Source: an optimization exercise on an open RTL-to-GDS flow (aim: small area and a short achievable clock period). Production flows keep margins and buffers that such runs may drop. Only simulation tests tie the RTL to the original design; equivalence was not proved. No activity file was given, so power comes from the tool's default toggle rates.

==> design/flow/flow/run.sh <==
#!/bin/bash
# Standard layout, with plain buf_1 cells as the port buffers and timing repair aiming well below the period.
set -euo pipefail
bash standard.sh 'BUFFER_PORTS_ARGS=-buffer_cell sky130_fd_sc_hd__buf_1' SETUP_SLACK_MARGIN=21.5 finish > make.log 2>&1
==> design/flow/standard.sh <==
#!/bin/bash
# synth_recipe.tcl (not shown) runs the flow's synth.tcl, then flattens the netlist and writes it again
# the make line also repeats each setting of config.mk as NAME=value (left out here)
make -C /OpenROAD-flow-scripts/flow DESIGN_CONFIG=/design/flow/config.mk WORK_HOME=/design/flow/orfs CLKGATE_MAP_FILE= SYNTH_SCRIPT=/design/flow/synth_recipe.tcl "${@:-finish}"
==> design/flow/config.mk <==
export PLATFORM = sky130hd
export DESIGN_NAME = axi_stream_insert_header
export DESIGN_NICKNAME = axi_stream_insert_header
export VERILOG_FILES = /design/flow/design.v
export SDC_FILE = /design/flow/constraint.sdc
export NUM_CORES = 4
export LEC_CHECK = 0
export CAP_MARGIN = 20
export CORE_MARGIN = 2
export CORE_UTILIZATION = 45
export CTS_CLUSTER_DIAMETER = 90
export CTS_CLUSTER_SIZE = 24
export SLEW_MARGIN = 20
export SYNTH_HIERARCHICAL = 1
==> design/flow/constraint.sdc <==
create_clock -name core_clock -period 30.0 [get_ports {clk}]
set_input_delay 6.0000 -clock core_clock [delete_from_list [all_inputs] [get_ports {clk}]]
set_output_delay 6.0000 -clock core_clock [all_outputs]
set_load 0.01 [all_outputs]
==> design/flow/design.v <==
module aish_merge #(
	parameter NB = 16
) (
	input  [8*NB-1:0] a,
	input  [8*NB-1:0] b,
	input  [8*NB-1:0] c,
	input  [NB-1:0]   sa,
	input  [NB-1:0]   sb,
	input  [NB-1:0]   sc,
	output [8*NB-1:0] y
);
	genvar j;
	generate
		for (j = 0; j < NB; j = j + 1) begin : g_byte
			assign y[8*j +: 8] = ~((a[8*j +: 8] & {8{sa[j]}}) |
			                       (b[8*j +: 8] & {8{sb[j]}}) |
			                       (c[8*j +: 8] & {8{sc[j]}}));
		end
	endgenerate
endmodule
module aish_rot #(
	parameter NB  = 16,
	parameter SH  = 1,
	parameter INV = 1,
	parameter SN  = 0
) (
	input  [8*NB-1:0] a,
	input             s,
	output [8*NB-1:0] y
);
	wire [8*NB-1:0] r = {a[8*SH-1:0], a[8*NB-1:8*SH]};
	wire [8*NB-1:0] m = (SN ? ~s : s) ? r : a;
	assign y = INV ? ~m : m;
endmodule
module aish_sort4 (
	input  [3:0] v,
	output [3:0] t
);
	assign t[0] = |v;
	assign t[1] = (v[0] & v[1]) | (v[0] & v[2]) | (v[0] & v[3]) |
	              (v[1] & v[2]) | (v[1] & v[3]) | (v[2] & v[3]);
	assign t[2] = (v[0] & v[1] & v[2]) | (v[0] & v[1] & v[3]) |
	              (v[0] & v[2] & v[3]) | (v[1] & v[2] & v[3]);
	assign t[3] = &v;
endmodule
module aish_tadd #(
	parameter N = 4
) (
	input  [N-1:0]   a,
	input  [N-1:0]   b,
	output [2*N-1:0] c
);
	wire [N:0] ae = {a, 1'b1};
	wire [N:0] be = {b, 1'b1};
	genvar m, i;
	generate
		for (m = 1; m <= 2 * N; m = m + 1) begin : g_m
			wire [N:0] term;
			for (i = 0; i <= N; i = i + 1) begin : g_i
				if (m - i >= 0 && m - i <= N)
					assign term[i] = ae[i] & be[m-i];
				else
					assign term[i] = 1'b0;
			end
			assign c[m-1] = |term;
		end
	endgenerate
endmodule
module aish_thermo16 (
	input  [15:0] x,
	output [15:0] t
);
	wire [3:0] n0, n1, n2, n3;
	wire [7:0] h0, h1;
	aish_sort4 u_n0 (.v(x[3:0]),   .t(n0));
	aish_sort4 u_n1 (.v(x[7:4]),   .t(n1));
	aish_sort4 u_n2 (.v(x[11:8]),  .t(n2));
	aish_sort4 u_n3 (.v(x[15:12]), .t(n3));
	aish_tadd #(.N(4)) u_h0 (.a(n0), .b(n1), .c(h0));
	aish_tadd #(.N(4)) u_h1 (.a(n2), .b(n3), .c(h1));
	aish_tadd #(.N(8)) u_t  (.a(h0), .b(h1), .c(t));
endmodule
module aish_sel #(
	parameter NB = 16
) (
	input  [NB-1:0] t,
	input  [NB-1:0] h,
	input           up,
	output [NB-1:0] sa,
	output [NB-1:0] sb,
	output [NB-1:0] sc
);
	assign sa = up ? ~t : ~h;
	assign sb = {NB{up}} & t;
	assign sc = {NB{~up}} & h;
endmodule
module axi_stream_insert_header #(
	parameter DATA_WD = 128,
	parameter DATA_BYTE_WD = DATA_WD / 8
) (
	input                           clk,
	input                           rst_n,
	input                           valid_in,
	input      [DATA_WD-1 : 0]      data_in,
	input      [DATA_BYTE_WD-1 : 0] keep_in,
	input                           last_in,
	output reg                      ready_in,
	input                           valid_insert,
	input      [DATA_WD-1 : 0]      header_insert,
	input      [DATA_BYTE_WD-1 : 0] keep_insert,
	output reg                      ready_insert,
	output                          valid_out,
	output     [DATA_WD-1 : 0]      data_out,
	output     [DATA_BYTE_WD-1 : 0] keep_out,
	output                          last_out,
	input                           ready_out
);
	localparam NB = DATA_BYTE_WD;
	reg               rdy_prev;    
	reg               rdy_prev2;   
	reg [DATA_WD-1:0] data_d;      
	reg [DATA_WD-1:0] merged;      
	reg [4:0]         hdr_cnt;     
	reg [4:0]         keep_cnt;    
	reg [5:0]         end_cnt;     
	reg [2:0]         rot_n;       
	wire [1:0] in_c2 [0:7];
	wire [2:0] in_c4 [0:3];
	wire [3:0] in_c8 [0:1];
	genvar g;
	generate
		for (g = 0; g < 8; g = g + 1) begin : g_c2
			assign in_c2[g] = keep_in[2*g] + keep_in[2*g+1];
		end
		for (g = 0; g < 4; g = g + 1) begin : g_c4
			assign in_c4[g] = in_c2[2*g] + in_c2[2*g+1];
		end
		for (g = 0; g < 2; g = g + 1) begin : g_c8
			assign in_c8[g] = in_c4[2*g] + in_c4[2*g+1];
		end
	endgenerate
	wire [4:0] in_cnt = in_c8[0] + in_c8[1];
	wire start = ready_out & valid_insert & valid_in;
	wire up    = ready_in & ~rdy_prev;
	wire [4:0] shift;
	wire [15:0] ins_t;
	aish_thermo16 u_ins_t (.x(keep_insert), .t(ins_t));
	wire [4:0] ins_cnt;
	assign ins_cnt[4] = ins_t[15];
	assign ins_cnt[3] = ins_t[7] & ~ins_t[15];
	assign ins_cnt[2] = (ins_t[3] & ~ins_t[7]) | (ins_t[11] & ~ins_t[15]);
	assign ins_cnt[1] = (ins_t[1] & ~ins_t[3]) | (ins_t[5] & ~ins_t[7]) |
	                    (ins_t[9] & ~ins_t[11]) | (ins_t[13] & ~ins_t[15]);
	assign ins_cnt[0] = (ins_t[0] & ~ins_t[1]) | (ins_t[2] & ~ins_t[3]) |
	                    (ins_t[4] & ~ins_t[5]) | (ins_t[6] & ~ins_t[7]) |
	                    (ins_t[8] & ~ins_t[9]) | (ins_t[10] & ~ins_t[11]) |
	                    (ins_t[12] & ~ins_t[13]) | (ins_t[14] & ~ins_t[15]);
	assign shift = up ? ins_cnt : hdr_cnt;
	reg [NB-1:0] hdr_low;
	integer j;
	always @(*) begin
		for (j = 0; j < NB; j = j + 1)
			hdr_low[j] = (hdr_cnt > j);
	end
	wire [NB-1:0] sel_in, sel_hdr, sel_prev;
	aish_sel #(.NB(NB)) u_sel (
		.t(ins_t), .h(hdr_low), .up(up),
		.sa(sel_in), .sb(sel_hdr), .sc(sel_prev));
	wire [DATA_WD-1:0] merged_n_d, merged_d;
	aish_merge #(.NB(NB)) u_merge (
		.a(data_in), .b(header_insert), .c(data_d),
		.sa(sel_in), .sb(sel_hdr), .sc(sel_prev), .y(merged_n_d));
	aish_rot #(.NB(NB), .SH(8), .INV(1)) u_rot3 (.a(merged_n_d), .s(shift[3]), .y(merged_d));
	wire [DATA_WD-1:0] r0, r1;
	aish_rot #(.NB(NB), .SH(1), .INV(1), .SN(1)) u_rot0 (.a(merged), .s(rot_n[0]), .y(r0));
	aish_rot #(.NB(NB), .SH(2), .INV(1), .SN(1)) u_rot1 (.a(r0),     .s(rot_n[1]), .y(r1));
	aish_rot #(.NB(NB), .SH(4), .INV(0), .SN(1)) u_rot2 (.a(r1),     .s(rot_n[2]), .y(data_out));
	reg [NB-1:0] last_keep;
	integer k;
	always @(*) begin
		for (k = 0; k < NB; k = k + 1)
			last_keep[k] = (end_cnt >= 2 * NB - k);
	end
	assign valid_out = rdy_prev | rdy_prev2;
	assign last_out  = rdy_prev2 & ~rdy_prev;
	assign keep_out  = rdy_prev ? {NB{1'b1}} : last_keep;
	always @(posedge clk or negedge rst_n) begin
		if (~rst_n) begin
			ready_in     <= 1'b0;
			ready_insert <= 1'b0;
			rdy_prev     <= 1'b0;
			rdy_prev2    <= 1'b0;
		end else begin
			if (last_in)
				ready_in <= 1'b0;
			else if (start)
				ready_in <= 1'b1;
			if (ready_in)
				ready_insert <= 1'b0;
			else if (start)
				ready_insert <= 1'b1;
			rdy_prev  <= ready_in;
			rdy_prev2 <= rdy_prev;
		end
	end
	always @(posedge clk) begin
		data_d   <= data_in;
		merged   <= merged_d;
		rot_n    <= ~shift[2:0];
		if (up)
			hdr_cnt <= ins_cnt;
		keep_cnt <= in_cnt;
		end_cnt  <= hdr_cnt + keep_cnt;
	end
endmodule
==> results.txt, run 1 <==
Critical path
The critical path's slowest cell is sky130_fd_sc_hd__fa_2. Data on the critical path arrives at its endpoint at 8980 ps. The end of the worst register-to-register path is merged[127]. Data on the critical path is required at its endpoint by 30440 ps. The critical path crosses 14 cells after its start point.

The cell repeated most along the worst path is sky130_fd_sc_hd__inv_2. The number of buffers and inverters on the critical path is 6. The worst setup path is launched from an input pin. The startpoint of the worst-slack reg-to-reg timing path is rdy_prev.

Of all nets on the critical path, the largest fanout is 2. The cell family contributing the most delay on the critical path is adder cells. In this design, the stage delay of the slowest critical-path cell is 540 ps. The worst setup path endpoint is keep_cnt[4].

The number of cells on the worst reg-to-reg path is 6. By startpoint and endpoint, the worst setup path is classified as in -> reg. Tracing the worst setup path back leads to its startpoint at keep_in[1]. STA classifies the critical path endpoint as a flip-flop.

The signal on the critical path passes through buf_1 > inv_2 > fa_1 > inv_2 > fa_2 > fa_1 > inv_1 > fa_2 > inv_2 > ha_4 > inv_2 > fa_2 > nor2b_1 > o21a_1. The slack of the worst reg-to-reg path is 26210 ps.

Final layout
The filler cell count is 3248. The area used by multi-input combinational logic is 8770 µm². The synthesis-to-finish area growth is 15.5%. The sequential cells in the finished layout cover a total of 5630 µm².

The fraction of the core area covered by cells at the end of the flow is 0.526. At the end of the flow, the number of nets in the layout was 2091. The number of antenna diodes in the final layout is 0. In the final layout, the share of cells above drive strength 1 is 0.165.

GRT
The total overflow left after global routing is 0. The wire length of the first global-routing pass is 77.2 mm. The initial antenna violation count is 1.

The via count of the first global-routing pass is 12600. For this run, the total global-route usage over all layers was measured as 0.283. The pin count of the biggest net entering global routing is 81.

Power
The share of total power dissipated in the clock network is 0.147. For this design the ratio of total power to cell area is 95.6 nW/µm². The net switching power of the design is 0.752 mW. Of the total power, the share spent switching nets is 0.435. The share of total power dissipated in sequential elements is 0.299. The share of total power dissipated in combinational logic is 0.554. IR analysis of the VDD net gives a maximum drop of 54.2 µV. For this design the static power due to leakage is 8.13 nW. The internal portion of the total power is 0.979 mW.

Synth
The number of library cell types mapped by synthesis is 47. The area share of the leading cell type in the synthesized netlist is 0.350. By area, the combinational part of the netlist is dominated by multiplexers. The average cell area after synthesis is 11.5 µm². The register area share after synthesis is 0.358.

The synthesized netlist occupies a cell area of 15700 µm². Of the total synthesized cell area, the portion taken by AND, OR, NAND and NOR gates is 0.0416. Yosys mapped a number of flops with a built-in enable equal to 1. In the synthesized netlist the dominant register cell turns out to be sky130_fd_sc_hd__dfxtp_1.

In the post-synthesis netlist, the biggest area contributors are sky130_fd_sc_hd__dfxtp_1, sky130_fd_sc_hd__mux2i_1, sky130_fd_sc_hd__mux2_2. The net count after synthesis is 1673. The post-synthesis async set-or-reset flop share is 0.0143. The fraction of the mapped netlist area in adder cells is 0.0220. The total of warnings raised by yosys is 7. The mux share of post-synthesis cell area is 0.347.

In the synthesized netlist, the number of instances is 1358. The xor/xnor share of the synthesized area is 0.00223. The cell type with the highest aggregate area in the netlist is sky130_fd_sc_hd__dfxtp_1.

The area fraction in compound gates after synthesis is 0.133. Counting flops and latches in the post-synthesis netlist gives 279.

Routing
The detailed router finished its first iteration with 1599 violations. In the final routed layout, each cell accounts on average for 24.4 µm. In this run the remaining antenna-violating nets after routing total 0. The first-pass iteration count of the detailed router is 10. The post-detailed-route via-to-cell ratio is 5.88. The total vias in the final route is 13200. The total detailed-routing wirelength is 54.6 mm.

In the routed design, unresolved DRC markers number 0.

Clock tree
TritonCTS built the clock tree. In this run the deepest clock path goes through 3 buffers. Clock tree synthesis found a total of 279 sinks. The maximum level of the CTS H-tree is 1. Buffers inserted during clock tree synthesis total 17.

After clock tree synthesis, the clock-pin slew on the worst setup and hold paths is 70 ps. The source-to-sink clock delay at the later pin of the worst-skew pair is 520 ps. The CTS root buffer is sky130_fd_sc_hd__clkbuf_16.

Floorplan
The number of rows created at floorplan is 68. For this design the top-level I/O count stands at 442. The area enclosed by the die boundary is 36400 µm². The area inside the core boundary is 34500 µm². The die is 191 µm wide. The height of the die is 191 µm. The starting density of the core is 0.455.

Placed design
The placed wire-length estimate after detailed placement is 43.0 mm. Input and output buffers added on the ports amount to 441. The minimum setup slack after placement is 20600 ps. Routability-driven placement finished with a final weighted congestion of 0.928.

STA
Setup violations remaining at the end of the flow were counted as 0. The count of final hold-check violations came to 0. On the final layout, the worst clock skew is 30.8 ps. The portion of the clock cycle consumed by the worst path in the final layout is 0.285. The maximum frequency from static timing analysis is 0.117 GHz. Setup repair after global routing could not meet its margin everywhere.

The tightest hold path in the finished design has a slack of 451 ps. The slack of the critical path is 21460 ps. The relative max-transition margin is 0.335. The worst path in the final design needs a cycle of 8540 ps, including I/O delays and setup.

The max-slew violation count is 0. The measured slew at the worst slew-check pin is 998 ps. The sum of negative setup slack is 0 ps.

Min path
The hold-critical path depth is 1. The class of the tightest hold or removal check is reg -> reg.

Status
The flow ran to the end and the layout has no timing, DRC or antenna violations.

Job
The number of max-capacitance violations reported is 0.
==> cells by family (layout without fill, tap and decap cells) <==
group                      Yosys count  after routing
AOI/OAI and AO/OA                  240            240
muxes                              528            528
DFF                                279            279
and+or+nand+nor                    121            121
adders and majority gates           21             21
buffers and inverters              165            590
xor gates and xnor gates             4              4
==> layout by cell type (no fill, tap or decap), types with 9 or more instances in the layout <==
| cell | Yosys | final |
|---|---|---|
| sky130_fd_sc_hd__mux2i_1 | 400 | 387 |
| sky130_fd_sc_hd__a222oi_1 | 135 | 135 |
| sky130_fd_sc_hd__ha_1 | 10 | 9 |
| sky130_fd_sc_hd__a22oi_1 | 30 | 30 |
| sky130_fd_sc_hd__buf_4 | 0 | 63 |
| sky130_fd_sc_hd__clkbuf_16 | 0 | 17 |
| sky130_fd_sc_hd__mux2i_4 | 0 | 9 |
| sky130_fd_sc_hd__o21ai_0 | 20 | 20 |
| sky130_fd_sc_hd__a211oi_1 | 21 | 20 |
| sky130_fd_sc_hd__nand2_1 | 35 | 29 |
| sky130_fd_sc_hd__and2_1 | 19 | 12 |
| sky130_fd_sc_hd__mux2_2 | 128 | 128 |
| sky130_fd_sc_hd__nor2b_1 | 19 | 19 |
| sky130_fd_sc_hd__inv_2 | 2 | 10 |
| sky130_fd_sc_hd__dfxtp_1 | 274 | 271 |
| sky130_fd_sc_hd__inv_1 | 44 | 35 |
| sky130_fd_sc_hd__buf_1 | 0 | 439 |
| sky130_fd_sc_hd__nor2_1 | 15 | 14 |
==> per-module statistics from Yosys (local to each module, per instance), excerpt <==
module,cells,flops+latches,copies in the design
axi_stream_insert_header,452,279,1
aish_sort4,8,0,4
==> final cells by class <==
cell class	count	share of cell area
Sequential cell	279	0.311
Inverter	46	0.00995
Tap cell	455	0.0314
Clock buffer	20	0.0241
Timing Repair Buffer	518	0.134
Multi-Input combinational cell	914	0.484
Clock inverter	6	0.00546
==> cell usage after synthesis (5+ instances only) <==
cell,number
sky130_fd_sc_hd__nand3_1,6
sky130_fd_sc_hd__and2_1,19
sky130_fd_sc_hd__dfxtp_1,274
sky130_fd_sc_hd__clkbuf_2,17
sky130_fd_sc_hd__clkbuf_8,8
sky130_fd_sc_hd__mux2_2,128
sky130_fd_sc_hd__buf_2,18
sky130_fd_sc_hd__buf_12,39
sky130_fd_sc_hd__inv_1,44
sky130_fd_sc_hd__nor2b_1,19
sky130_fd_sc_hd__a21oi_1,6
sky130_fd_sc_hd__a211oi_1,21
sky130_fd_sc_hd__ha_1,10
sky130_fd_sc_hd__fa_1,11
sky130_fd_sc_hd__a222oi_1,135
sky130_fd_sc_hd__o211ai_1,8
sky130_fd_sc_hd__nor2_1,15
sky130_fd_sc_hd__buf_6,16
sky130_fd_sc_hd__o21ai_0,20
sky130_fd_sc_hd__mux2i_1,400
sky130_fd_sc_hd__clkbuf_1,20
sky130_fd_sc_hd__a22oi_1,30
sky130_fd_sc_hd__nand2_1,35
sky130_fd_sc_hd__nand2b_1,5
==> layer usage <==
metal | wire (µm) | GRT usage | share of wire | vias to the layer above
met5 | 0 | 0 | 0 | -
met2 | 25200 | 0.463 | 0.46 | 597
met1 | 22700 | 0.364 | 0.42 | 6366
met4 | 2170 | 0.111 | 0.040 | 0
met3 | 4560 | 0.0594 | 0.083 | 99
li1 | - | - | - | 6104
==> worst min path at each step <==
stage,from,to,slack (ps)
finish,keep_cnt[0],end_cnt[0],450
CTS,keep_cnt[0],end_cnt[0],460
detailed placement,keep_cnt[0],end_cnt[0],440
global route,ready_in,rdy_prev,490
floorplan,rdy_prev,rdy_prev2,400
global placement,keep_cnt[0],end_cnt[0],440
==> through the flow <==
step	power [mW]	instance area (µm²)	cells
floorplan	1.20	15700	1358
global placement	1.41	16700	2143
detailed placement	1.42	16700	2143
CTS	1.71	17600	2202
global route	1.83	18100	2238
finish	1.73	18100	2238
==> sequential cells by signal, indices dropped and copies added (netlist names), 3 cells and up <==
name	cells
keep_cnt	5
end_cnt	6
rot_n	3
data_d	128
hdr_cnt	5
merged	128
==> worst register-to-register path, delay by kind of cell (launching register included) <==
| kind | cells | cell delay (ps) |
|---|---|---|
| AO/OA/AOI/OAI | 1 | 330 |
| flip-flops | 1 | 440 |
| AND/OR/NAND/NOR | 1 | 370 |
| multiplexers | 2 | 1250 |
| buffers and inverters | 2 | 1240 |
==> power groups by stage <==
stage	Sequential (mW)	Clock (mW)	Combinational, mW
floorplan	0.477	0	0.725
global placement	0.549	0	0.862
CTS	0.522	0.259	0.927
detailed placement	0.549	0	0.871
global route	0.524	0.273	1.03
finish	0.518	0.254	0.959
==> repair_timing <==
item / 4_1_cts / 5_1_grt
setup buffers: 32 / 35
endpoints found under the setup margin: 222 / 205
hold endpoints to repair: 0 / 0
hold buffers: 0 / 0
gates resized for setup: 26 / 48
pin swaps: 35 / 47
cloned: 1 / 0
==> run 2, diff against run 1 <==
--- a/design/flow/design.v
+++ b/design/flow/design.v
@@ -81,2 +81,17 @@
 	aish_tadd #(.N(8)) u_t  (.a(h0), .b(h1), .c(t));
+endmodule
+module aish_rot2 #(
+	parameter NB  = 16,
+	parameter SH  = 1,
+	parameter INV = 1
+) (
+	input  [8*NB-1:0] a,
+	input             s_n,
+	input             s_p,
+	output [8*NB-1:0] y
+);
+	localparam HB = 4 * NB;
+	wire [8*NB-1:0] r = {a[8*SH-1:0], a[8*NB-1:8*SH]};
+	wire [8*NB-1:0] m = {s_p ? r[8*NB-1:HB] : a[8*NB-1:HB], ~s_n ? r[HB-1:0] : a[HB-1:0]};
+	assign y = INV ? ~m : m;
 endmodule
@@ -121,3 +136,3 @@
 	reg [DATA_WD-1:0] data_d;      
-	reg [DATA_WD-1:0] merged;      
+	reg [DATA_WD-1:0] merged_n;    
 	reg [4:0]         hdr_cnt;     
@@ -126,2 +141,3 @@
 	reg [2:0]         rot_n;       
+	reg [2:0]         rot_p;       
 	wire [1:0] in_c2 [0:7];
@@ -168,3 +184,3 @@
 		.sa(sel_in), .sb(sel_hdr), .sc(sel_prev));
-	wire [DATA_WD-1:0] merged_n_d, merged_d;
+	wire [DATA_WD-1:0] merged_n_d, merged_n_d8;
 	aish_merge #(.NB(NB)) u_merge (
@@ -172,7 +188,7 @@
 		.sa(sel_in), .sb(sel_hdr), .sc(sel_prev), .y(merged_n_d));
-	aish_rot #(.NB(NB), .SH(8), .INV(1)) u_rot3 (.a(merged_n_d), .s(shift[3]), .y(merged_d));
+	aish_rot #(.NB(NB), .SH(8), .INV(0)) u_rot3 (.a(merged_n_d), .s(shift[3]), .y(merged_n_d8));
 	wire [DATA_WD-1:0] r0, r1;
-	aish_rot #(.NB(NB), .SH(1), .INV(1), .SN(1)) u_rot0 (.a(merged), .s(rot_n[0]), .y(r0));
-	aish_rot #(.NB(NB), .SH(2), .INV(1), .SN(1)) u_rot1 (.a(r0),     .s(rot_n[1]), .y(r1));
-	aish_rot #(.NB(NB), .SH(4), .INV(0), .SN(1)) u_rot2 (.a(r1),     .s(rot_n[2]), .y(data_out));
+	aish_rot2 #(.NB(NB), .SH(1), .INV(1)) u_rot0 (.a(merged_n), .s_n(rot_n[0]), .s_p(rot_p[0]), .y(r0));
+	aish_rot2 #(.NB(NB), .SH(2), .INV(1)) u_rot1 (.a(r0),       .s_n(rot_n[1]), .s_p(rot_p[1]), .y(r1));
+	aish_rot2 #(.NB(NB), .SH(4), .INV(1)) u_rot2 (.a(r1),       .s_n(rot_n[2]), .s_p(rot_p[2]), .y(data_out));
 	reg [NB-1:0] last_keep;
@@ -207,4 +223,5 @@
 		data_d   <= data_in;
-		merged   <= merged_d;
+		merged_n <= merged_n_d8;
 		rot_n    <= ~shift[2:0];
+		rot_p    <= shift[2:0];
 		if (up)
==> design/flow/flow/run.sh (replaced) <==
#!/bin/bash
# Standard layout, with plain buf_1 cells as the port buffers and timing repair aiming well below the period.
set -euo pipefail
bash standard.sh 'BUFFER_PORTS_ARGS=-buffer_cell sky130_fd_sc_hd__buf_1' SETUP_SLACK_MARGIN=21 finish > make.log 2>&1
==> run 2 against run 1 <==
  * Worst setup slack lost 410 ps
  * Sequential share of layout area is 1.8 points higher
  * Non-clock buffer count is 70 lower
  * Design area shrank 5.2%
  * Worst hold slack worse by 3.0 ps
  * Die area down 1.3%
  * Maximum frequency decreased by 4.6%
  * Combinational power fell by 12%
  * Total power is 5.4% lower
  * Clock skew fell by 9.5 ps
  * Clock-buffer cell count down 1
  * First-iteration DRC count down 6.9%
  * Critical endpoint is now merged_n[4]
  * Largest cell class unchanged
  * Largest power group unchanged
  * Highest routed layer is now met5
==> results.txt, run 2 <==
Status
The flow ran to the end and the layout has no timing, DRC or antenna violations.

Min path
The class of the tightest hold or removal check is reg -> reg.

Final layout
After the last flow step, the layout net total stands at 2015. In the layout the commonest cells are sky130_fd_sc_hd__buf_1, sky130_fd_sc_hd__mux2i_1, sky130_fd_sc_hd__dfxtp_1. The finished cells cover 17200 µm². In the final layout, the multi-input gates occupy 8580 µm².

The layout has 3196 filler cells. The synthesis-to-finish area growth is 11.0%. Summing all flip-flop and latch instances after layout gives 5640 µm².

The commonest non-fill, non-tap cell in the layout is sky130_fd_sc_hd__buf_1. The layout cell share with drive strength beyond 1 is 0.107. Once layout is complete, the cells apart from fillers number 2154.

The largest registers in the layout are data_d: 128 flops, merged_n: 128 flops, end_cnt: 6 flops. Once layout is complete, the utilization of the core stands at 0.510.

Placed design
The minimum setup slack after placement is 20580 ps. The number of placed instances, taps included, is 2129. The number of I/O port buffers is 441. The final weighted congestion in routability-driven placement is 0.955.

The wire-length estimate of the detail-placed layout is 43.6 mm. Summing all placed instances gives a cell area of 16600 µm².

Floorplan
The floorplan step set the die width to 189 µm. The floorplan step defined a die boundary enclosing 35900 µm². During I/O placement, the number of pins put on the boundary was 442. In this run the standard cell core region covers 33700 µm². In this run the core area contains 67 standard-cell rows.

From bottom edge to top edge, the die measures 189 µm. The initial utilization of the core area, before any placement, comes to 0.459.

STA
The final-report setup violation count is 0. For the pin with the worst max-slew slack, the measured transition is 1140 ps. Dividing the final minimum period by the clock period gives 0.299. The maximum frequency from static timing analysis is 0.112 GHz. The max-slew violation count was 0. The sum of negative setup slack is 0 ps. The post-layout minimum cycle time is 8960 ps. The worst path meets setup with 21040 ps of slack. The count of final hold-check violations is 0. Setup repair after global routing left no endpoint under its margin. The worst slack on hold paths is 448 ps.

The relative max-transition margin is 0.241. The largest clock skew in the final design is 21.3 ps.

Synth
After synthesis, the cell types taking the most area are sky130_fd_sc_hd__dfxtp_1, sky130_fd_sc_hd__mux2i_1, sky130_fd_sc_hd__mux2_2. The post-synthesis async set-or-reset flop share is 0.0143. By count the netlist is led by sky130_fd_sc_hd__mux2i_1, sky130_fd_sc_hd__dfxtp_1, sky130_fd_sc_hd__a222oi_1, sky130_fd_sc_hd__mux2_2, sky130_fd_sc_hd__inv_1.

Synthesis produced a netlist with a net count of 1667. During synthesis, Yosys emitted a total of 7 warnings. The share of the Yosys chip area taken by registers is 0.363. The most frequent cell after synthesis is sky130_fd_sc_hd__mux2i_1.

The xor/xnor share of the synthesized area is 0.00226. The mux share of post-synthesis cell area is 0.352. Dividing the synthesized area by the synthesized cell count gives 11.4 µm². The synthesized design contains 279 register bits. Of the total synthesized cell area, the portion taken by full adders, half adders and majority gates is 0.0223. The main flop type after synthesis is sky130_fd_sc_hd__dfxtp_1.

The area fraction in compound gates after synthesis was 0.136. The netlist uses 50 different library cells. Synthesis produced 1352 cells. Yosys mapped a number of flops with a built-in enable equal to 1. The area share of the leading cell type in the synthesized netlist is 0.355. The synthesized cell area is 15500 µm². The simple logic cell fraction of the synthesized area is 0.0399. Of all cell types, the one taking the most synthesized area is sky130_fd_sc_hd__dfxtp_1. By area, the combinational part of the netlist is dominated by multiplexers.

Critical path
The startpoint identified for the worst register-to-register timing path is rdy_prev. The element type at the critical path start is an input pin. The worst setup path endpoint is merged_n[4]. The data required time at the worst endpoint is 30460 ps. The data arrival time of the critical path is 9410 ps. The critical path capture point type is a flip-flop.

Across all register-to-register paths, the minimum setup slack is 26300 ps. The critical path starts at keep_insert[9]. The critical path goes through buf_1 > or4_1 > a211oi_1 > nand2_1 > a22oi_1 > nand4_1 > and2_1 > a222oi_1 > mux2_2. On the worst path, the slowest cell contributes a delay of 980 ps.

Along the worst path, the maximum fanout reaches 9. The worst register-to-register path ends at merged_n[36]. The number of cells on the worst reg-to-reg path is 6. The setup path with the least slack is of type in -> reg. The critical path's slowest cell is sky130_fd_sc_hd__a222oi_1.

Routing
The total vias in the final route is 12900. The first-pass iteration count of the detailed router is 9. The number of routed nets with antenna violations is 0. For this block, the routed nets add up to 54.3 mm of wire. For this run, design rule violations remaining after detail routing come to 0. The routed length on met3 is 4.12 mm. The post-detailed-route via-to-cell ratio is 5.99. The met2 routed wirelength is 24.8 mm.

For this block, wires on met1 add up to 23.5 mm. In this run the top signal layer used is met5. The routed length per placed instance is 25.2 µm. For this block, the initial DRC count from the detailed router was 1488.

GRT
The initial antenna violation count is 4. The global-route congestion overflow total is 0. Across every metal layer, demand over resource in global routing totals 0.289. The first global-routing pass estimated 78.4 mm of wire. The via count of the first global-routing pass is 12500. The pin count of the biggest net entering global routing is 96.

Job
Max-cap violations in this run came to 0.

Clock tree
The clock passes through at most 3 buffers. At the later pin of the worst-skew pair, clock insertion delay measures 510 ps. Clock-pin slew was measured on the worst setup and hold paths at 90 ps. In this run the number of H-tree levels came out at 1. The tree built by TritonCTS fans out to 279 sinks.

The count of hold-fix buffers inserted at cts is 0. TritonCTS built the clock tree. The number of buffers added by the clock tree synthesis step is 16.

The CTS root buffer is sky130_fd_sc_hd__clkbuf_16.

Power
For this design the ratio of total power to cell area is 95.4 nW/µm². The peak supply drop is 49.2 µV. The leakage power summed over all cells is 7.35 nW. The overall power consumption is 1.64 mW.
run 2: cell count changes after synthesis, sizes merged:
cell    delta
nand2      -1
buf        +2
nor2       -5
nand2b     -2
clkbuf     -3
o31ai      -1
inv        -1
o21bai     +5
or3        +1
a21oi      -1
run 2: kinds of logic after synthesis:
family | after synthesis
xor gates and xnor gates | 4
AOI/OAI and AO/OA | 243
adders and majority gates | 21
buffers and inverters | 163
muxes | 528
and+or+nand+nor | 114
DFF | 279
run 2: where the power goes:
part           internal, mW  total (mW)  leakage [nW]  switching (mW)
Sequential            0.443       0.559          2.37           0.115
Clock                 0.112       0.239         0.247           0.127
Combinational         0.347       0.841          4.73           0.494
Total                 0.902        1.64          7.35           0.736
run 2: how the worst min path moves through the flow:
stage / slack, ps / cells after the start / end / startpoint
2_1_floorplan: 400 / 0 / rdy_prev2 / rdy_prev
3_3_place_gp: 440 / 1 / end_cnt[0] / keep_cnt[0]
3_5_place_dp: 430 / 1 / end_cnt[0] / keep_cnt[0]
4_1_cts: 450 / 1 / end_cnt[0] / keep_cnt[0]
5_1_grt: 470 / 1 / end_cnt[0] / keep_cnt[0]
6_report: 450 / 1 / end_cnt[0] / keep_cnt[0]
run 2: layout make-up:
| class | instances | share of cell area |
|---|---|---|
| clock buffers | 19 | 0.0270 |
| diodes | 2 | 0.000291 |
| repair buffers | 448 | 0.100 |
| well taps | 448 | 0.0326 |
| multi-input cells | 910 | 0.500 |
| flip-flops and latches | 279 | 0.328 |
| clock inverters | 3 | 0.00219 |
| inverters | 45 | 0.00984 |
run 2: worst max-delay path: cells and delay by family:
kind | cells | cell delay (ps)
AO/OA/AOI/OAI | 3 | 1490
buffers and inverters | 1 | 130
multiplexers | 1 | 300
AND/OR/NAND/NOR | 4 | 1470
run 2: timing repair:
item	in CTS	in global routing
endpoints found under the setup margin	0	44
setup buffers	0	1
gates resized for setup	0	5
run 2: layer usage:
| metal | GRT usage | vias up |
|---|---|---|
| li1 | - | 5936 |
| met1 | 0.394 | 6208 |
| met5 | 0 | - |
| met2 | 0.470 | 673 |
| met4 | 0.103 | 4 |
| met3 | 0.0367 | 83 |
run 2: modules after synthesis (local to each module, per instance), a selection:
module,copies in the design,area (µm²)
aish_sort4,4,55.1
axi_stream_insert_header,1,6720
==> run 3, diff against run 2 <==
==> design/flow/flow/run.sh (replaced) <==
#!/bin/bash
# Standard layout, with plain buf_1 cells as the port buffers and timing repair aiming well below the period.
set -euo pipefail
bash standard.sh 'BUFFER_PORTS_ARGS=-buffer_cell sky130_fd_sc_hd__buf_1' SETUP_SLACK_MARGIN=21.5 finish > make.log 2>&1
==> run 3 against run 2 <==
  * Largest cell class unchanged
  * Die area unchanged
  * Wire length increased by 2.8%
  * Clock skew increased by 7.8 ps
==> results.txt, run 3 <==
Status
The flow ran to the end and the layout has no timing, DRC or antenna violations.

Clock tree
In this run the number of H-tree levels came out at 1. The number of buffers added by the clock tree synthesis step is 17. TritonCTS built the clock tree. The maximum buffer depth of the clock tree is 3. CTS placed an instance of sky130_fd_sc_hd__clkbuf_16 at the clock tree root.

For the worst-skew pair, the clock arrives at the later sink with an insertion delay of 520 ps. CTS saw 279 sinks. The post-CTS clock slew at the launch and capture registers of the worst setup and hold paths is 90 ps.

Placed design
The number of I/O port buffers is 441. At the end of routability-driven placement, the weighted congestion stood at 0.968. The placed wire-length estimate after detailed placement is 43.2 mm.

Synth
Among all cell types in the netlist, the one instantiated most often is sky130_fd_sc_hd__mux2i_1. The cell type with the highest aggregate area in the netlist is sky130_fd_sc_hd__dfxtp_1. The average cell area after synthesis is 11.4 µm². The most used flip-flop cell after synthesis is sky130_fd_sc_hd__dfxtp_1. After synthesis, the share of flip-flops with an asynchronous set or reset is 0.0143. For this run, the register share of the synthesized area comes to 0.363. The synthesized cell area is 15500 µm². After synthesis the netlist holds a flip-flop and latch count of 279. In the post-synthesis netlist, the biggest area contributors are sky130_fd_sc_hd__dfxtp_1, sky130_fd_sc_hd__mux2i_1, sky130_fd_sc_hd__mux2_2. Counting distinct cell types in the post-synthesis netlist gives 50. The area share of the leading cell type in the synthesized netlist is 0.355. The total of warnings raised by yosys is 7.

Synthesis produced 1352 cells. The net count after synthesis is 1667. Counting flops with a built-in enable in the synthesized netlist gives 1.

After synthesis, the most frequently instantiated cells are sky130_fd_sc_hd__mux2i_1, sky130_fd_sc_hd__dfxtp_1, sky130_fd_sc_hd__a222oi_1, sky130_fd_sc_hd__mux2_2, sky130_fd_sc_hd__inv_1.

Final layout
The commonest non-fill, non-tap cell in the layout is sky130_fd_sc_hd__buf_1. The largest registers in the layout are data_d: 128 flops, merged_n: 128 flops, end_cnt: 6 flops. Counting the fill cells in the layout gives 3103. Leaving out fill and tap cells, the most frequent cells in the layout are sky130_fd_sc_hd__buf_1, sky130_fd_sc_hd__mux2i_1, sky130_fd_sc_hd__dfxtp_1. The synthesis-to-finish area growth is 16.2%. The count of nets after finishing is 2067. In the final layout, the share of cells above drive strength 1 is 0.158. Measured on the finished design, the core utilization comes to 0.533.

Floorplan
From bottom edge to top edge, the die measures 189 µm. The area inside the core boundary is 33700 µm². The die covers 35900 µm². The starting density of the core is 0.459. The die width is 189 µm. The number of rows created at floorplan is 67.

The total I/O pin count is 442.

Routing
In the routed layout, each cell is associated on average with a via count of 5.99. The pre-antenna-repair detailed-routing pass consisted of 10 iterations. The first routing iteration left 1728 violations. The final route contains 13200 vias. Wires add up to 55.9 mm. Dividing the detail-routed wire length by the instance count gives 25.3 µm. Detailed routing placed a total of 4.37 mm of wire on met3. The routed metal-1 wirelength is 23.5 mm. The top routing layer in use is met4.

The met2 routed wirelength is 26.0 mm. The remaining design rule violation count is 0. The number of routed nets with antenna violations is 0.

Power
In this run the power density over the cells is 94.3 nW/µm². Internal power comes to 0.933 mW. The proportion of power drawn by the clock network is 0.149. The overall power consumption is 1.69 mW. The sequential fraction of design power is 0.314. In this run the power spent charging and discharging nets is 0.761 mW. The peak supply drop is 44.2 µV.

The power share of the combinational group is 0.537. In this run the static leakage power is 7.69 nW. The switching part of the total is 0.449.

GRT
The via count of the first global-routing pass was 12600. The initial antenna violation count is 0. The first global-routing pass estimated 79.2 mm of wire.

The global-route congestion overflow total is 0. Entering global routing, the biggest net connects 81 pins. The all-layer global routing usage is 0.293.

STA
The count of final hold-check violations was 0. For the pin with the worst max-slew slack, the measured transition is 958 ps. The portion of the clock cycle consumed by the worst path in the final layout is 0.284.

Setup violations remaining at the end of the flow were counted as 0. The largest clock skew in the final design is 29.1 ps. Derived from the worst setup path, the maximum achievable clock frequency is 0.117 GHz. Setup repair after global routing could not meet its margin everywhere. The sum of negative setup slack is 0 ps.

The max-slew violation count is 0. The post-layout minimum cycle time is 8530 ps. Measured against its own limit, the worst slew margin works out to 0.361.

Min path
The tightest min-delay check is of the reg -> reg type.

Critical path
The data arrival time of the critical path is 8970 ps. The slack of the worst reg-to-reg path is 26670 ps. The data required time at the worst endpoint is 30440 ps. Along the worst path, the maximum fanout reaches 2. The element type at the critical path start is an input pin. The critical path in this run is classified as in -> reg. The worst setup path is captured at a flip-flop.

Job
The tool flagged a number of max-cap violations equal to 0.
run 3: cell counts after synthesis:
Identical to the previous run, type by type.
run 3: worst paths after layout:
| check | from | to | cells past startpoint |
|---|---|---|---|
| max | keep_in[0] | keep_cnt[4] | 14 |
| min | ready_in | rdy_prev | 0 |
| max reg2reg | rdy_prev | merged_n[60] | 6 |
| min reg2reg | ready_in | rdy_prev | 0 |
| max in group asynchronous | rst_n | ready_in | 1 |
| min in group asynchronous | rst_n | rdy_prev2 | 1 |
run 3: stage by stage:
| stage | setup slack (ps) | std cells | area, µm² | hold slack [ps] |
|---|---|---|---|---|
| floorplan | 21060 | 1352 | 15500 | 400 |
| global placement | 20740 | 2129 | 16700 | 427 |
| detailed placement | 20620 | 2129 | 16700 | 434 |
| CTS | 21380 | 2179 | 17500 | 445 |
| global route | 21310 | 2207 | 18000 | 470 |
| finish | 21470 | 2210 | 18000 | 448 |
run 3: routing by layer:
metal  global-route usage  vias to the layer above
met1                0.390                     6452
met2                0.489                      650
met3               0.0369                       92
met4                0.104                        0
li1                     -                     6047
met5                    0                        -
run 3: cells by family (layout without fill, tap and decap cells):
kind of cell               Yosys count  after routing  synth area share
AOI/OAI and AO/OA                  243            243             0.136
other                                0              3                 0
buffers and inverters              163            570            0.0844
and+or+nand+nor                    114            114            0.0399
muxes                              528            528             0.352
xor gates and xnor gates             4              4           0.00226
DFF                                279            279             0.363
adders and majority gates           21             21            0.0223
run 3: power by group through the flow:
stage          Clock, mW  Sequential, mW  Combinational [mW]
6_report           0.253           0.532               0.909
3_5_place_dp           0           0.568               0.824
5_1_grt            0.271           0.538               0.970
2_1_floorplan          0           0.475               0.665
4_1_cts            0.257           0.540               0.868
3_3_place_gp           0           0.567               0.815
run 3: per-module statistics from Yosys (local to each module, per instance), a selection:
module,cell area (µm²),cells inside,copies in the design,flip-flops and latches
axi_stream_insert_header,6720,446,1,279
aish_sort4,55.1,8,4,0
run 3: what timing repair did:
| action | CTS | global route |
|---|---|---|
| cloned | 0 | 1 |
| endpoints found under the hold margin | 0 | 0 |
| endpoints found under the setup margin | 256 | 146 |
| resized for setup | 23 | 51 |
| buffers inserted | 24 | 26 |
| hold buffers | 0 | 0 |
| pin swaps | 27 | 37 |
run 3: worst max-delay path: stages:
cell,delay [ps]
sky130_fd_sc_hd__buf_1,70
sky130_fd_sc_hd__inv_1,50
sky130_fd_sc_hd__fa_1,520
sky130_fd_sc_hd__inv_1,50
sky130_fd_sc_hd__fa_2,530
sky130_fd_sc_hd__fa_1,420
sky130_fd_sc_hd__inv_2,70
sky130_fd_sc_hd__fa_1,400
sky130_fd_sc_hd__inv_1,70
sky130_fd_sc_hd__ha_2,170
sky130_fd_sc_hd__inv_2,40
sky130_fd_sc_hd__fa_2,340
sky130_fd_sc_hd__nor2b_1,120
sky130_fd_sc_hd__o21a_1,110
run 3: area by class of cell:
| class | instances | area, µm² | share of cell area |
|---|---|---|---|
| multi-input combinational | 910 | 8800 | 0.490 |
| tap | 448 | 561 | 0.0312 |
| timing repair buffer | 499 | 2250 | 0.125 |
| sequential | 279 | 5640 | 0.314 |
| clock buffer | 21 | 472 | 0.0262 |
| antenna | 3 | 7.51 | 0.000418 |
| inverter | 45 | 176 | 0.00981 |
| clock inverter | 5 | 67.6 | 0.00376 |
==> run 4, diff against run 3 <==
--- a/design/flow/config.mk
+++ b/design/flow/config.mk
@@ -9,3 +9,3 @@
 export CORE_MARGIN = 2
-export CORE_UTILIZATION = 45
+export CORE_UTILIZATION = 60
 export CTS_CLUSTER_DIAMETER = 90
==> run 4 against run 3 <==
  * Combinational power decreased by 2.5%
  * Highest routed layer unchanged
  * Cell count decreased by 6.6%
  * Still clean
  * Synthesized cell count unchanged
  * Largest power group unchanged
  * Sequential share of layout area increased by 0.70 points
  * Clock power decreased by 7.9%
==> results.txt, run 4 <==
Synth
The number of flip-flops and latches in the synthesized netlist is 279. The mux share of post-synthesis cell area is 0.352. The cell type with the highest aggregate area in the netlist is sky130_fd_sc_hd__dfxtp_1. The register area share after synthesis is 0.363. After synthesis, the largest family of logic cells by area is multiplexers. The post-synthesis async set-or-reset flop share is 0.0143.

Counting every net in the synthesized netlist gives 1667. Of the total synthesized cell area, the portion taken by AND, OR, NAND and NOR gates is 0.0399. Counting flops with a built-in enable in the synthesized netlist gives 1.

Sorting the synthesized cells by how often they occur yields sky130_fd_sc_hd__mux2i_1, sky130_fd_sc_hd__dfxtp_1, sky130_fd_sc_hd__a222oi_1, sky130_fd_sc_hd__mux2_2, sky130_fd_sc_hd__inv_1. The synthesized netlist contains 50 unique library cells. The average cell area after synthesis is 11.4 µm². Among all flip-flop cells after synthesis, the most frequent one is sky130_fd_sc_hd__dfxtp_1. Yosys instantiated no cell more often than sky130_fd_sc_hd__mux2i_1.

Sorting the synthesized cells by area gives the leading types as sky130_fd_sc_hd__dfxtp_1, sky130_fd_sc_hd__mux2i_1, sky130_fd_sc_hd__mux2_2. The total of warnings raised by yosys is 7. Of the total synthesized cell area, the portion taken by full adders, half adders and majority gates is 0.0223. The share of synthesized area in the top cell type comes to 0.355. In this run the cell area of the synthesized design comes to 15500 µm². Synthesis handed over a netlist of 1352 instances. The area fraction in compound gates after synthesis is 0.136. Of the total synthesized cell area, the portion taken by XOR and XNOR cells is 0.00226.

Floorplan
The core region is 25300 µm². The height of the die is 165 µm. In this run the horizontal extent of the chip is 165 µm. The number of rows created at floorplan is 58.

The total I/O pin count is 442. The area enclosed by the die boundary is 27100 µm². The starting density of the core is 0.613.

GRT
The initial antenna violation count was 3. The via count of the first global-routing pass is 12600. For met1 alone, demand over resource in global routing was 0.465.

The wire length of the first global-routing pass is 73.8 mm. The total overflow left after global routing is 0. The pin count of the biggest net entering global routing is 70. The met3 track demand over resource in global routing is 0.0580. In the global route stage, overall resource usage came out at 0.361. In the global route stage, met2 resource usage came out at 0.606. met2 is the most crowded layer.

Critical path
The worst setup path is captured at a flip-flop. The largest incremental delay on the critical path is 540 ps. Data on the critical path arrives at its endpoint at 9070 ps. The maximum fanout count along the critical path is 2. The data required time at the worst endpoint is 30450 ps.

The slowest stage of the critical path belongs to the cell sky130_fd_sc_hd__fa_1. The signal on the critical path passes through buf_1 > inv_2 > fa_1 > inv_2 > fa_2 > fa_1 > inv_2 > fa_2 > inv_2 > ha_2 > inv_2 > fa_2 > nor2b_1 > o21a_1. The cell repeated most along the worst path is sky130_fd_sc_hd__inv_2. The element type at the critical path start is an input pin. The type of the setup path with the least slack is in -> reg.

Status
The flow ran to the end and the layout has no timing, DRC or antenna violations.

Power
For this design the static power due to leakage is 7.56 nW. Across the VDD grid, the largest voltage drop is 56.9 µV. The power density relative to cell area is 94.5 nW/µm².

Routing
The first-pass iteration count of the detailed router is 10. In this run, the number of DRC markers left after iteration 0 of detailed routing was 2013. The detail route stage leaves a number of antenna-violating nets equal to 0. The post-detailed-route via-to-cell ratio is 6.50. After detailed routing, the average wire length per cell comes to 25.4 µm. The remaining design rule violation count is 0.

The routed layout has 13400 vias. After detailed routing, the total wire length is 52.5 mm.

Clock tree
The post-CTS clock slew at the launch and capture registers of the worst setup and hold paths is 90 ps. The maximum level of the CTS H-tree is 1. Clock tree synthesis selected as its root buffer the cell sky130_fd_sc_hd__clkbuf_16. Clock tree synthesis inserted a total of 16 buffers. The clock sink total is 279. The maximum buffer depth of the clock tree is 3.

Clock latency on the worst-skew pair, taken at its later pin, is 520 ps. The clock tree from TritonCTS is built.

STA
In the finished design, the share of the clock period the worst path needs comes to 0.287. Setup violations remaining at the end of the flow were counted as 0. The post-layout minimum cycle time is 8620 ps. The maximum frequency from static timing analysis is 0.116 GHz.

The max-slew violation count was 0. The relative max-transition margin is 0.224. The worst slack on hold paths is 455 ps. The measured slew at the worst slew-check pin is 1160 ps. The sum of negative setup slack is 0 ps. After layout, the worst setup slack is 21380 ps. The count of final hold-check violations was 0. On the final layout, the worst clock skew is 37.1 ps. Setup repair after global routing could not meet its margin everywhere.

Min path
The class of the tightest hold or removal check is reg -> reg.

Placed design
The final weighted congestion in routability-driven placement is 0.964. Before CTS, the worst setup slack after placement is 20730 ps. The number of I/O port buffers is 441.

Including well taps, the total number of placed cells is 2011. The placed wire-length estimate after detailed placement is 40.2 mm.

Final layout
The count of antenna diodes in the layout is 0. Counting the fill cells in the layout gives 1997. The commonest non-fill, non-tap cell in the layout is sky130_fd_sc_hd__buf_1. The non-filler instance count after layout is 2065.

The largest registers in the layout are data_d: 128 flops, merged_n: 128 flops, end_cnt: 6 flops. The count of nets after finishing is 2046. In the final layout, the share of cells above drive strength 1 is 0.149.

From synthesis to final layout, the design area changed by 13.6%. The top cell types in the final layout, fill and taps aside, are sky130_fd_sc_hd__buf_1, sky130_fd_sc_hd__mux2i_1, sky130_fd_sc_hd__dfxtp_1.

Job
The number of max-capacitance violations reported is 0.
==> run 4: path summary, 6_finish.rpt <==
check / cells after the start / to / slack [ps] / from
hold / removal: 1 / end_cnt[0] / 460 / keep_cnt[0]
setup reg to reg: 6 / merged_n[126] / 26780 / rdy_prev
max in group asynchronous: 1 / rdy_prev / 24500 / rst_n
setup / recovery: 14 / keep_cnt[4] / 21380 / keep_in[0]
hold reg to reg: 1 / end_cnt[0] / 460 / keep_cnt[0]
min in group asynchronous: 1 / rdy_prev2 / 5300 / rst_n
==> run 4: what timing repair did <==
action,4_1_cts,5_1_grt
buffers inserted,8,21
resized for setup,25,53
hold buffers,0,0
setup endpoints to repair,254,218
pin swaps,14,35
cloned,0,3
==> run 4: cell families after synthesis <==
family | after synthesis
muxes | 528
DFF | 279
AOI/OAI and AO/OA | 243
buffers and inverters | 163
and+or+nand+nor | 114
adders and majority gates | 21
xor gates and xnor gates | 4
==> run 4: cell type report <==
| cell class | count | area (µm²) | share of cell area |
|---|---|---|---|
| clock buffer | 20 | 437 | 0.0248 |
| multi-input combinational | 911 | 8800 | 0.501 |
| inverter | 45 | 176 | 0.0100 |
| clock inverter | 2 | 46.3 | 0.00263 |
| tap | 330 | 413 | 0.0235 |
| sequential | 279 | 5640 | 0.321 |
| timing repair buffer | 478 | 2070 | 0.118 |
==> run 4: per-layer routing <==
| layer | vias to the layer above | wire length [µm] | share of wire |
|---|---|---|---|
| met5 | - | 0 | 0 |
| met4 | 0 | 2510 | 0.048 |
| met1 | 6462 | 20900 | 0.40 |
| met2 | 825 | 24300 | 0.46 |
| li1 | 6015 | - | - |
| met3 | 115 | 4840 | 0.092 |
==> run 4: power by group <==
part / internal (mW) / switching (mW) / total, mW
logic: 0.369 / 0.517 / 0.886
registers: 0.443 / 0.0999 / 0.543
clock network: 0.106 / 0.127 / 0.233
==> run 4: worst max-delay path, delay by kind of cell <==
kind	cells	cell delay, ps
buf+inv	6	340
compound gates	1	140
fa+ha+maj	6	2480
simple gates	1	120
==> run 4: per-module statistics from Yosys (local to each module, per instance), excerpt <==
module	flops+latches	cells inside
aish_sort4	0	8
axi_stream_insert_header	279	446
==> run 4: per-stage QoR <==
| step | utilization | cell area (µm²) | total power [mW] |
|---|---|---|---|
| 3_3_place_gp | 0.653 | 16500 | 1.36 |
| 2_1_floorplan | - | 15500 | 1.14 |
| 4_1_cts | 0.679 | 17200 | 1.61 |
| 3_5_place_dp | 0.653 | 16500 | 1.38 |
| 5_1_grt | 0.696 | 17600 | 1.74 |
| 6_report | 0.696 | 17600 | 1.66 |
==> run 5, diff against run 4 <==
--- a/design/flow/config.mk
+++ b/design/flow/config.mk
@@ -12,2 +12,3 @@
 export CTS_CLUSTER_SIZE = 24
+export PLACE_DENSITY = 0.8
 export SLEW_MARGIN = 20
==> run 5 against run 4 <==
  * Design area up 1.3%
  * Register-to-register slack worse by 690 ps
  * Still clean on timing, DRC and antenna
  * Worst setup slack better by 60 ps
  * Critical path type unchanged
  * Clock skew down 25 ps
  * Synthesized cell count unchanged
  * Worst hold slack worse by 12 ps
  * Combinational power up 2.8%
  * Non-clock buffer count up 27
==> results.txt, run 5 <==
STA
The smallest clock period supported by the final layout is computed as 8560 ps. The portion of the clock cycle consumed by the worst path in the final layout is 0.285. At the pin with the least slew margin, the transition time is 1140 ps. The final-report setup violation count is 0. The max-slew violation count is 0.

The slack of the critical path is 21440 ps. The count of final hold-check violations is 0. The clock arrives with 11.8 ps of skew.

After routing, the total negative slack on setup checks comes to 0 ps. The worst slack on hold paths is 443 ps. Setup repair after global routing could not meet its margin everywhere. Derived from the worst setup path, the maximum achievable clock frequency is 0.117 GHz. The relative max-transition margin is 0.242.

Clock tree
For this design, the sink count on the clock tree is 279. Buffers inserted to repair hold after CTS numbered 0. The maximum level of the CTS H-tree is 1.

TritonCTS built the clock tree. The clock reaches the later pin of the worst-skew pair after 490 ps. The maximum buffer depth of the clock tree is 3. The number of buffers added by the clock tree synthesis step is 15.

The CTS root buffer is sky130_fd_sc_hd__clkbuf_16. The post-CTS clock slew at the launch and capture registers of the worst setup and hold paths is 90 ps.

GRT
Summed over all layers, the global routing overflow is 0. The via count of the first global-routing pass is 12800. The pin count of the biggest net entering global routing is 77. The first global-routing pass estimated 74.0 mm of wire. The initial antenna violation count is 1. The all-layer global routing usage is 0.361.

Synth
In the synthesized netlist, the cells that appear most often are sky130_fd_sc_hd__mux2i_1, sky130_fd_sc_hd__dfxtp_1, sky130_fd_sc_hd__a222oi_1, sky130_fd_sc_hd__mux2_2, sky130_fd_sc_hd__inv_1. The area fraction in compound gates after synthesis is 0.136. Of the total synthesized cell area, the portion taken by XOR and XNOR cells is 0.00226. The main flop type after synthesis is sky130_fd_sc_hd__dfxtp_1. The number of library cell types mapped by synthesis is 50. The most frequent cell after synthesis is sky130_fd_sc_hd__mux2i_1. Of the post-synthesis cell area, the dominant cell type holds 0.355. Summing every instance area after synthesis gives 15500 µm². The count of flip-flops with a built-in enable after synthesis is 1. The register area share after synthesis is 0.363. The mux share of post-synthesis cell area is 0.352. The simple logic cell fraction of the synthesized area is 0.0399. After synthesis, the cell types taking the most area are sky130_fd_sc_hd__dfxtp_1, sky130_fd_sc_hd__mux2i_1, sky130_fd_sc_hd__mux2_2. Averaged over all synthesized cells, the footprint is 11.4 µm². The total of warnings raised by yosys is 7.

By area, the combinational part of the netlist is dominated by multiplexers. When the netlist entered floorplanning its net count stood at 1667. Synthesis produced a netlist whose cell count is 1352. After synthesis, the share of flip-flops with an asynchronous set or reset is 0.0143. Of all cell types, the one taking the most synthesized area is sky130_fd_sc_hd__dfxtp_1. Of the total synthesized cell area, the portion taken by full adders, half adders and majority gates is 0.0223.

The number of flip-flops and latches in the synthesized netlist is 279.

Power
The overall power consumption is 1.67 mW. Of the total power, the clock network draws 0.138. The sequential fraction of design power is 0.316. For this design the static power due to leakage is 7.67 nW.

The power share of the combinational group is 0.546. The net switching power of the design is 0.738 mW. The power density relative to cell area is 93.6 nW/µm². The peak supply drop is 52.5 µV.

The internal portion of the total power is 0.929 mW. The switching part of the total is 0.443.

Floorplan
The floorplan has 58 rows. The starting density of the core is 0.613. The total I/O pin count is 442. The area inside the core boundary is 25300 µm².

The die covers 27100 µm². In this run the vertical extent of the chip is 165 µm. In this run the horizontal extent of the chip is 165 µm.

Min path
The min-delay analysis places its worst path in the category reg -> reg. The worst hold path passes through 0 cells.

Placed design
Summed over all nets, the half-perimeter wirelength after detailed placement is 40.3 mm. The final weighted congestion in routability-driven placement is 0.932. Port buffering added 441 buffers. Summing all placed instances gives a cell area of 16500 µm². The minimum setup slack after placement is 20360 ps.

Routing
After detailed routing, the number of remaining DRC violations is 0. The post-detailed-route via-to-cell ratio is 6.58. The total vias in the final route is 13700.

The first-pass iteration count of the detailed router is 10. In this run the remaining antenna-violating nets after routing total 0. After the first detailed-routing iteration, the DRC count stood at 2153.

Summed over all layers, the routed wires come to 53.4 mm. The routed length per placed instance is 25.6 µm.

Job
The number of max-capacitance violations reported is 0.

Final layout
The final non-filler cell area is 17800 µm². The layout has 1970 filler cells. The largest registers in the layout are data_d: 128 flops, merged_n: 128 flops, end_cnt: 6 flops. The synthesis-to-finish area growth is 15.1%.

The library cells used most frequently in the layout, excluding fill and tap cells, are sky130_fd_sc_hd__buf_1, sky130_fd_sc_hd__mux2i_1, sky130_fd_sc_hd__dfxtp_1. The layout cell share with drive strength beyond 1 is 0.166. The commonest non-fill, non-tap cell in the layout is sky130_fd_sc_hd__buf_1. After the last flow step, the layout net total stands at 2072. The count of antenna diodes in the layout is 0.

Critical path
The number of cells on the worst reg-to-reg path is 6. The data arrival time of the critical path is 8960 ps. Along the worst path, the maximum fanout reaches 2. For the worst setup path, the data required time is 30400 ps. The element type at the critical path start is an input pin. The worst setup path is of the in -> reg kind. STA classifies the critical path endpoint as a flip-flop.

Status
The flow ran to the end and the layout has no timing, DRC or antenna violations.
run 5: final cells by class:
| cell class | count | area, µm² | area share |
|---|---|---|---|
| Inverter | 45 | 176 | 0.00991 |
| Clock buffer | 18 | 387 | 0.0217 |
| Sequential cell | 279 | 5640 | 0.317 |
| Timing Repair Buffer | 505 | 2270 | 0.128 |
| Multi-Input combinational cell | 911 | 8860 | 0.498 |
| Tap cell | 330 | 413 | 0.0232 |
| Clock inverter | 2 | 60.1 | 0.00337 |
run 5: Yosys stat by module, one instance, submodules excluded, a selection:
module	times used	area (µm²)	cells	flops+latches
axi_stream_insert_header	1	6720	446	279
aish_sort4	4	55.1	8	0
run 5: layer usage:
layer	up-vias	global-route usage	part of all wire
met2	956	0.606	0.46
met4	0	0.145	0.049
li1	6053	-	-
met3	157	0.0568	0.10
met5	-	0	0
met1	6577	0.467	0.39
run 5: cells by family (layout without fill, tap and decap cells):
family | count (synthesis) | in the layout
buf+inv | 163 | 570
flops | 279 | 279
mux | 528 | 528
compound gates | 243 | 243
simple gates | 114 | 115
xor+xnor | 4 | 4
fa+ha+maj | 21 | 21
run 5: worst max-delay path: stages:
cell and delay [ps]:
sky130_fd_sc_hd__buf_1 80, sky130_fd_sc_hd__inv_2 50, sky130_fd_sc_hd__fa_1 530, sky130_fd_sc_hd__inv_1 50
sky130_fd_sc_hd__fa_2 530, sky130_fd_sc_hd__fa_1 430, sky130_fd_sc_hd__inv_2 70, sky130_fd_sc_hd__fa_2 440
sky130_fd_sc_hd__inv_2 80, sky130_fd_sc_hd__ha_4 130, sky130_fd_sc_hd__inv_2 30, sky130_fd_sc_hd__fa_2 500
sky130_fd_sc_hd__inv_1 40
run 5: final timing paths:
check | from | to | slack (ps)
worst max-delay path | keep_in[0] | keep_cnt[1] | 21440
worst min-delay path | rdy_prev | rdy_prev2 | 440
worst max register to register | rdy_prev | merged_n[52] | 26090
worst min register to register | rdy_prev | rdy_prev2 | 440
max in group asynchronous | rst_n | rdy_prev | 24500
min in group asynchronous | rst_n | rdy_prev2 | 5320
run 5: power groups by stage:
stage          logic, mW  clock network [mW]  registers, mW
3_5_place_dp       0.827                   0          0.547
6_report           0.911               0.229          0.527
5_1_grt            0.967               0.242          0.533
2_1_floorplan      0.665                   0          0.475
4_1_cts            0.853               0.231          0.532
3_3_place_gp       0.811                   0          0.545
run 5: through the flow:
| stage | utilization | cells |
|---|---|---|
| CTS | 0.685 | 2059 |
| finish | 0.705 | 2090 |
| floorplan | - | 1352 |
| global route | 0.705 | 2090 |
| detailed placement | 0.653 | 2011 |
| global placement | 0.653 | 2011 |
run 5: what timing repair did:
action                                  4_1_cts  5_1_grt
pin swaps                                    31       40
setup buffers                                28       29
resized for setup                            30       56
endpoints found under the setup margin      254      216
gates cloned                                  0        2
==> run 6, diff against run 5 <==
--- a/design/flow/config.mk
+++ b/design/flow/config.mk
@@ -9,6 +9,6 @@
 export CORE_MARGIN = 2
-export CORE_UTILIZATION = 60
-export CTS_CLUSTER_DIAMETER = 90
-export CTS_CLUSTER_SIZE = 24
-export PLACE_DENSITY = 0.8
+export CORE_UTILIZATION = 70
+export CTS_BUF_LIST = sky130_fd_sc_hd__clkbuf_8
+export CTS_CLUSTER_DIAMETER = 60
+export CTS_CLUSTER_SIZE = 12
 export SLEW_MARGIN = 20
==> run 6 against run 5 <==
  * Maximum frequency grew 0.34%
  * Still clean
  * First-iteration DRC count increased by 3.3%
  * Combinational power fell by 4.4%
  * Critical endpoint is now merged_n[90]
  * Clock-buffer cell count up 11
  * Highest routed layer unchanged
  * Core utilization rose by 9.5 points
  * Sequential power up 4.7%
  * Area after synthesis unchanged
==> results.txt, run 6 <==
STA
The routed design could run at a clock period as short as 8530 ps. The measured slew at the worst slew-check pin is 1130 ps. Adding up every negative setup slack in the final design gives 0 ps. The largest clock skew in the final design is 21.3 ps. The portion of the clock cycle consumed by the worst path in the final layout is 0.284.

The final-report setup violation count is 0. The count of final hold-check violations is 0. The max-slew violation count was 0. For this run, the top clock speed supported by timing is 0.117 GHz. Final hold analysis gives a worst-case slack of 446 ps.

Setup repair after global routing could not meet its margin everywhere. The slack of the critical path is 21470 ps. The relative max-transition margin is 0.244.

Synth
The synthesized netlist contains 50 unique library cells. The total of warnings raised by yosys is 7. A synthesized cell averages 11.4 µm².

Of the post-synthesis cell area, the dominant cell type holds 0.355. The number of instances in the synthesized netlist is 1352. In the post-synthesis netlist, the cell with the most instances is sky130_fd_sc_hd__mux2i_1. After synthesis, the share of flip-flops with an asynchronous set or reset is 0.0143. The synthesized cell area is 15500 µm². Among all flip-flop cells after synthesis, the most frequent one is sky130_fd_sc_hd__dfxtp_1.

After synthesis, the most frequently instantiated cells are sky130_fd_sc_hd__mux2i_1, sky130_fd_sc_hd__dfxtp_1, sky130_fd_sc_hd__a222oi_1, sky130_fd_sc_hd__mux2_2, sky130_fd_sc_hd__inv_1. In the post-synthesis netlist, the biggest area contributors are sky130_fd_sc_hd__dfxtp_1, sky130_fd_sc_hd__mux2i_1, sky130_fd_sc_hd__mux2_2. The share of the Yosys chip area taken by registers is 0.363. After synthesis the netlist holds a flip-flop and latch count of 279. The cell type with the highest aggregate area in the netlist is sky130_fd_sc_hd__dfxtp_1.

The count of flip-flops with a built-in enable after synthesis is 1. The net count after synthesis is 1667.

Power
Of the total power, the share spent switching nets is 0.451. The peak supply drop is 48.6 µV. For this design the total switching power over the nets is 0.738 mW. Of the total power, the clock network draws 0.130. The internal power of the cells totals 0.898 mW. The analysis attributes to cell leakage a power of 7.55 nW. The power density relative to cell area is 94.0 nW/µm².

The share of total power dissipated in combinational logic is 0.532. The sequential fraction of design power is 0.337.

Routing
The detailed router placed 13600 vias in this run. The number of DRC markers in iteration 0 is 2224. The routed length per placed instance is 25.2 µm. The remaining design rule violation count is 0. The number of routed nets with antenna violations is 0. The first TritonRoute pass finished after 10 iterations.

The total detailed-routing wirelength is 51.2 mm. In the routed layout, each cell is associated on average with a via count of 6.72.

GRT
Entering global routing, the biggest net connects 66 pins. The via count of the first global-routing pass is 13100. The initial antenna violation count came to 2. The all-layer global routing usage is 0.412. The first global-routing pass estimated 75.4 mm of wire. The global-route congestion overflow total is 0.

Status
The run finished with no timing, DRC or antenna violations.

Critical path
The critical path's slowest cell is sky130_fd_sc_hd__or4_1. STA puts the critical path data required time at 30500 ps. The startpoint of the worst-slack reg-to-reg timing path is rdy_prev. By startpoint and endpoint, the worst setup path is classified as in -> reg. The signal on the critical path passes through buf_1 > or4_1 > a22oi_1 > nand2_2 > a222oi_1 > nand2_2 > and2_2 > a222oi_1 > mux2_2. The critical path capture point type is a flip-flop.

The worst setup path is launched from an input pin. The maximum fanout count along the critical path is 9. On the worst path, the slowest cell contributes a delay of 650 ps. The most critical setup path has its startpoint at keep_insert[9]. Data arrives at the worst endpoint at 9040 ps.

Final layout
The count of nets after finishing is 2057. The area growth from synthesis to layout is 12.6%. After routing the design area is 17400 µm². The non-filler instance count after layout is 2028.

In the final layout, the share of cells above drive strength 1 is 0.149. In the layout the commonest cells are sky130_fd_sc_hd__buf_1, sky130_fd_sc_hd__mux2i_1, sky130_fd_sc_hd__dfxtp_1. The largest registers in the layout are data_d: 128 flops, merged_n: 128 flops, end_cnt: 6 flops. 0 antenna diodes ended up in the layout. The commonest non-fill, non-tap cell in the layout is sky130_fd_sc_hd__buf_1.

Clock tree
The maximum buffer depth of the clock tree is 3. The number of buffers added by the clock tree synthesis step is 28. In this run the number of H-tree levels came out at 1. The clock tree from TritonCTS is built.

At the later pin of the worst-skew pair, clock insertion delay measures 580 ps. The clock sink total is 279. The CTS root buffer is sky130_fd_sc_hd__clkbuf_8. The post-CTS clock slew at the launch and capture registers of the worst setup and hold paths is 80 ps.

Floorplan
The area enclosed by the die boundary is 23300 µm². The area inside the core boundary is 21800 µm². From left edge to right edge, the die measures 153 µm. The floorplan has 54 rows. The height of the die is 153 µm. The starting density of the core is 0.711. The total I/O pin count is 442.

Min path
The class of the tightest hold or removal check is reg -> reg. The startpoint identified for the worst hold timing path is rdy_prev.

Placed design
In this run the tool buffered the top-level ports with 441 buffer cells. The final weighted congestion in routability-driven placement is 0.986. Prior to clock tree synthesis, the placed netlist has a worst setup slack of 20370 ps. Once detailed placement completed, the half-perimeter wirelength came to 38.6 mm. Once placement finished, the instance area stood at 16400 µm². Including well taps, the total number of placed cells is 1959.

Job
Max-cap violations in this run came to 0.
## run 6: critical path, delay by kind of cell
kind,cells,cell delay (ps)
AND/OR/NAND/NOR,4,1350
AO/OA/AOI/OAI,3,1280
multiplexers,1,270
buffers and inverters,1,130
## run 6: final cells by class
class	count	area (µm²)
clock buffers	29	399
well taps	280	350
inverters	45	176
fillers	1468	4340
repair buffers	478	2070
multi-input cells	910	8740
clock inverters	7	41.3
flip-flops and latches	279	5640
## run 6: what timing repair did
action                                 4_1_cts  5_1_grt
hold buffers                                 0        0
cloned                                       0        1
resized for setup                           20       34
setup buffers                               10       22
setup endpoints to repair                  237      189
pin swaps                                    9       38
endpoints found under the hold margin        0        0
## run 6: kinds of logic (layout without fill, tap and decap cells)
family,after synthesis,after routing,share of synthesized area
buffers and inverters,163,559,0.0844
multiplexers,528,528,0.352
AND/OR/NAND/NOR,114,114,0.0399
adder cells (fa/ha/maj),21,21,0.0223
AO/OA/AOI/OAI,243,243,0.136
XOR/XNOR,4,4,0.00226
flip-flops,279,279,0.363
## run 6: layer usage
layer,routed length [µm],GRT usage
met2,23400,0.671
met5,0,0
met1,19200,0.521
met4,3410,0.221
met3,5150,0.0745
## run 6: through the flow
stage,utilization,power (mW)
finish,0.800,1.64
global placement,0.755,1.35
CTS,0.785,1.59
detailed placement,0.755,1.37
floorplan,-,1.14
global route,0.800,1.71
## run 6: path summary, 6_finish.rpt
path	endpoint	slack, ps	depth (start not counted)
setup / recovery	merged_n[90]	21470	9
hold / removal	rdy_prev2	450	0
setup reg to reg	merged_n[125]	26930	6
hold reg to reg	rdy_prev2	450	0
max in group asynchronous	ready_in	24540	1
min in group asynchronous	rdy_prev2	5240	1
## run 6: power groups by stage
stage | logic [mW] | registers (mW) | clock network [mW]
2_1_floorplan | 0.665 | 0.475 | 0
4_1_cts | 0.832 | 0.548 | 0.214
3_3_place_gp | 0.765 | 0.583 | 0
6_report | 0.871 | 0.552 | 0.214
3_5_place_dp | 0.781 | 0.586 | 0
5_1_grt | 0.926 | 0.555 | 0.227
## run 6: per-module statistics from Yosys (local to each module, per instance), a selection
module,copies in the design,cells,flip-flops and latches,cell area [µm²]
axi_stream_insert_header,1,446,279,6720
aish_sort4,4,8,0,55.1

==> re-timing with driven ports <==
No port has a modelled driver above. Below, the same layouts with a new extraction and two added sets of constraints. Step 1: set_driving_cell puts a clkbuf_16 on clk and a buf_2 on each other input, an assumption about the parent block. Step 2 moves the port delays by t, midway between the first and last clock arrival at a register: inputs arrive t later, outputs are due t later. That takes back most of the time a late clock gives input paths. Three values: no drivers, after step 1, after step 2; two values: the first two.
run	t (ns)	setup WS [ns]	worst data-port slew with drivers (ns)
run 1	0.562	21.459 / 21.477 / 20.915	0.07
run 2	0.555	21.045 / 21.078 / 20.523	0.09
run 3	0.558	21.471 / 21.481 / 20.923	0.07
run 4	0.544	21.377 / 21.394 / 20.850	0.09
run 5	0.537	21.437 / 21.417 / 20.926	0.08
run 6	0.613	21.466 / 21.493 / 20.880	0.07
After both steps every run listed still meets setup and hold. For run 6, which loses most, drivers alone change the setup slack by +0.027 ns; drivers and shift together by -0.586 ns.
